From an optimization exercise on the open Yosys and OpenROAD flow, aimed at small area; shortcuts taken in it are not production practice. RTL that was checked went through simulation tests only; none was proved equivalent to the original.

// pe_group
module pe_group # (
	parameter NUM_PEGS = 4,
	parameter NUM_PES = 8,
	parameter LOG2_PES = 3,
	parameter IN_DATA_TYPE = 8,
	parameter OUT_DATA_TYPE = 16)(
		clk,
		rst,
		i_data_valid,
		i_data_bus,
		i_stationary,
		i_dest_bus,
		i_vn_seperator,
		o_data_valid,
		o_data_bus
);
==> module peg_fan, before the edit <==
module peg_fan (
	input clk,
	input rst,
	input i_valid,
	input [8:0] i_eq,
	input [127:0] i_p,
	output reg [7:0] o_valid,
	output [127:0] o_data
);
	wire [15:0] p0 = i_p[0 +: 16];
	wire [15:0] p1 = i_p[16 +: 16];
	wire [15:0] p2 = i_p[32 +: 16];
	wire [15:0] p3 = i_p[48 +: 16];
	wire [15:0] p4 = i_p[64 +: 16];
	wire [15:0] p5 = i_p[80 +: 16];
	wire [15:0] p6 = i_p[96 +: 16];
	wire [15:0] p7 = i_p[112 +: 16];
	wire e0 = i_eq[0], e1 = i_eq[1], e2 = i_eq[2], e3 = i_eq[3];
	wire e4 = i_eq[4], e5 = i_eq[5], e6 = i_eq[6];
	wire x13 = i_eq[7], x46 = i_eq[8];
	wire x24 = e3 ? e2 : i_eq[7];
	wire x35 = e3 ? e4 : i_eq[8];
	wire a0_both = ~e0 & ~e1;
	wire a0_left = ~e0 & e1;
	wire a6_both = ~e6 & ~e5;
	wire a6_right = ~e6 & e5;
	wire a2_both = ~e1 & ~e3 & ~e2;
	wire a2_right = e1 & ~e3 & ~e2;
	wire a2_left = ~e1 & e3 & ~e2;
	wire a2_byp = ~(a2_both | a2_right | a2_left);
	wire a4_both = ~e3 & ~e5 & ~e4;
	wire a4_right = e3 & ~e5 & ~e4;
	wire a4_left = ~e3 & e5 & ~e4;
	wire a4_byp = ~(a4_both | a4_right | a4_left);
	wire a1_both = e0 & e2 & ~e3 & ~e1;
	wire a1_right = ~a1_both & e2 & ~e3 & ~e1;
	wire a1_left = ~a1_both & ~a1_right & e0 & ~e1;
	wire a5_both = e4 & e6 & ~e3 & ~e5;
	wire a5_left = ~a5_both & e4 & ~e3 & ~e5;
	wire a5_right = ~a5_both & ~a5_left & e6 & ~e5;
	wire a3_both = e1 & e5 & ~x24 & ~x35;
	wire a3_right = ~a3_both & e5 & ~x35;
	wire a3_left = ~a3_both & ~a3_right & e1 & ~x24;
	reg [15:0] r_a0, r_a1, r_a2, r_a4, r_a5, r_a6;
	wire [15:0] n_a0 = (i_valid & a0_left) ? p1 : r_a0;
	wire [15:0] n_a2 = (i_valid & (a2_byp | a2_right)) ? p2 : r_a2;
	wire [15:0] n_a4 = (i_valid & (a4_byp | a4_left)) ? p5 : r_a4;
	wire [15:0] n_a6 = (i_valid & a6_right) ? p6 : r_a6;
	wire [15:0] s01 = p0 + (e0 ? p1 : 16'd0);
	wire [15:0] s23 = p2 + (e2 ? p3 : 16'd0);
	wire [15:0] s45 = p4 + (e4 ? p5 : 16'd0);
	wire [15:0] s67 = p6 + (e6 ? p7 : 16'd0);
	wire [15:0] o0 = e0 ? s01 : n_a0;
	wire [15:0] o2lo = e2 ? s23 : n_a2;
	wire [15:0] o2hi = e2 ? s23 : p3;
	wire [15:0] o4lo = s45;  
	wire [15:0] o4hi = e4 ? s45 : n_a4;
	wire [15:0] o6 = e6 ? s67 : n_a6;
	wire [15:0] n_a1 = (i_valid & a1_left) ? o2lo : (i_valid & a1_right) ? o0 : r_a1;
	wire [15:0] n_a5 = (i_valid & a5_left) ? o6 : (i_valid & a5_right) ? o4hi : r_a5;
	wire [15:0] s1 = o0 + o2lo;
	wire [15:0] o1 = e1 ? s1 : n_a1;
	wire [15:0] s5 = o4hi + o6;
	wire [15:0] o5 = e5 ? s5 : n_a5;
	wire [15:0] l3 = (x13 & e1) ? s1 : x13 ? n_a1 : o2hi;
	wire [15:0] r3 = (x46 & e5) ? s5 : x46 ? n_a5 : o4lo;
	always @ (posedge clk) begin
		if (rst) begin
			r_a0 <= 16'd0;
			r_a1 <= 16'd0;
			r_a2 <= 16'd0;
			r_a4 <= 16'd0;
			r_a5 <= 16'd0;
			r_a6 <= 16'd0;
		end else begin
			r_a0 <= n_a0;
			r_a1 <= n_a1;
			r_a2 <= n_a2;
			r_a4 <= n_a4;
			r_a5 <= n_a5;
			r_a6 <= n_a6;
		end
	end
	wire l1_0 = a1_both | a1_left;
	wire l1_2 = a1_both | a1_right;
	wire l5_4 = a5_both | a5_left;
	wire l5_6 = a5_both | a5_right;
	wire l3_1 = a3_both | a3_left;
	wire l3_5 = a3_both | a3_right;
	wire [7:0] w_v;
	assign w_v[0] = l1_0 | a0_both | a0_left;
	assign w_v[1] = l3_1 | a0_both;
	assign w_v[2] = l1_2 | a2_both | a2_left;
	assign w_v[3] = e3 | a2_both | a2_right;
	assign w_v[4] = l5_4 | a4_both | a4_left;
	assign w_v[5] = l3_5 | a4_both | a4_right;
	assign w_v[6] = l5_6 | a6_both;
	assign w_v[7] = a6_both | a6_right;
	wire [127:0] w_o;
	assign w_o[0 +: 16] = s01;
	assign w_o[16 +: 16] = e1 ? s1 : p1;  
	assign w_o[32 +: 16] = s23;
	assign w_o[48 +: 16] = e3 ? l3 : p3;  
	assign w_o[64 +: 16] = s45;
	assign w_o[80 +: 16] = e5 ? s5 : p5;  
	assign w_o[96 +: 16] = s67;
	assign w_o[112 +: 16] = p7;
	reg [127:0] r_o;
	reg [15:0] r_r3;
	assign o_data[47:0] = r_o[47:0];
	assign o_data[63:48] = r_o[63:48] + r_r3;
	assign o_data[127:64] = r_o[127:64];
	always @ (posedge clk) begin
		o_valid <= i_valid ? w_v : 8'd0;
		r_o <= w_o;
		r_r3 <= e3 ? r3 : 16'd0;
	end
endmodule
export LEC_CHECK = 0
export CAP_MARGIN = 20
export CORE_MARGIN = 2
export CORE_UTILIZATION = 60
export CTS_BUF_LIST = sky130_fd_sc_hd__clkbuf_8
export CTS_CLUSTER_DIAMETER = 50
export CTS_CLUSTER_SIZE = 20
export GPL_TIMING_DRIVEN = 0
export SETUP_SLACK_MARGIN = 0.1
export SLEW_MARGIN = 20
create_clock -name core_clock -period 5.5 [get_ports {clk}]
standard.sh (not shown) runs the stock make flow with config.mk's settings and CLKGATE_MAP_FILE= SYNTH_SCRIPT=/design/flow/synth_recipe.tcl, a recipe that flattens the netlist after the stock synthesis.
==> flow/flow/run.sh <==
#!/bin/bash
# The standard layout (the standard.sh, with the standard flow's own synthesis), with the
# buffers that Yosys/ABC put in the netlist removed at floorplan instead of kept,
# and every input and output port buffered with the library's smallest buffer.
set -euo pipefail
bash standard.sh REMOVE_ABC_BUFFERS=1 "BUFFER_PORTS_ARGS=-buffer_cell sky130_fd_sc_hd__buf_1" finish > standard_flow.log 2>&1
Next try:
--- a/flow/design.v
+++ b/flow/design.v
@@ -54,5 +54,5 @@
 	wire [15:0] o2lo = e2 ? s23 : n_a2;
 	wire [15:0] o2hi = e2 ? s23 : p3;
-	wire [15:0] o4lo = s45;  
+	wire [15:0] o4lo = e4 ? s45 : p4;
 	wire [15:0] o4hi = e4 ? s45 : n_a4;
 	wire [15:0] o6 = e6 ? s67 : n_a6;
- via count grows slightly
- clock skew grows by 17 ps
- cell area grows slightly
- clock-buffer cell count grows by 9
- global-route usage shrinks by 0.76 points
- wire length shrinks by a few percent
- synthesized area grows slightly
- die area grows slightly
Function not checked in the second run of this note: the RTL went through the layout flow alone.

## port drivers added, routing unchanged
How much do the figures lean on ideal ports? The routed layouts below were timed once more, with nothing changed but the port constraints.
Step 1 sets driving cells, clkbuf_16 on the clock port and buf_2 on the other inputs (assumed; they add their load-dependent delay and slew).
Step 2, shift: input delay + t, output delay - t, t = (earliest + latest rising clock arrival at the registers) / 2. This alone moves slack from input paths to output paths.
Slacks: ideal / step 1 / step 2; pairs: ideal / step 1.
run | t, ns | setup slack, ns | worst setup path after step 2 | worst register clock-pin slew, ns | worst data-port slew with drivers (ns)
the first run | 1.224 | 0.217 / 0.105 / 0.313 | register to register | 0.12 / 0.12 | 0.21
the second run | 1.198 | 0.253 / 0.235 / 0.253 | register to register | 0.12 / 0.12 | 0.24
After both steps setup and hold are still met in every run listed.
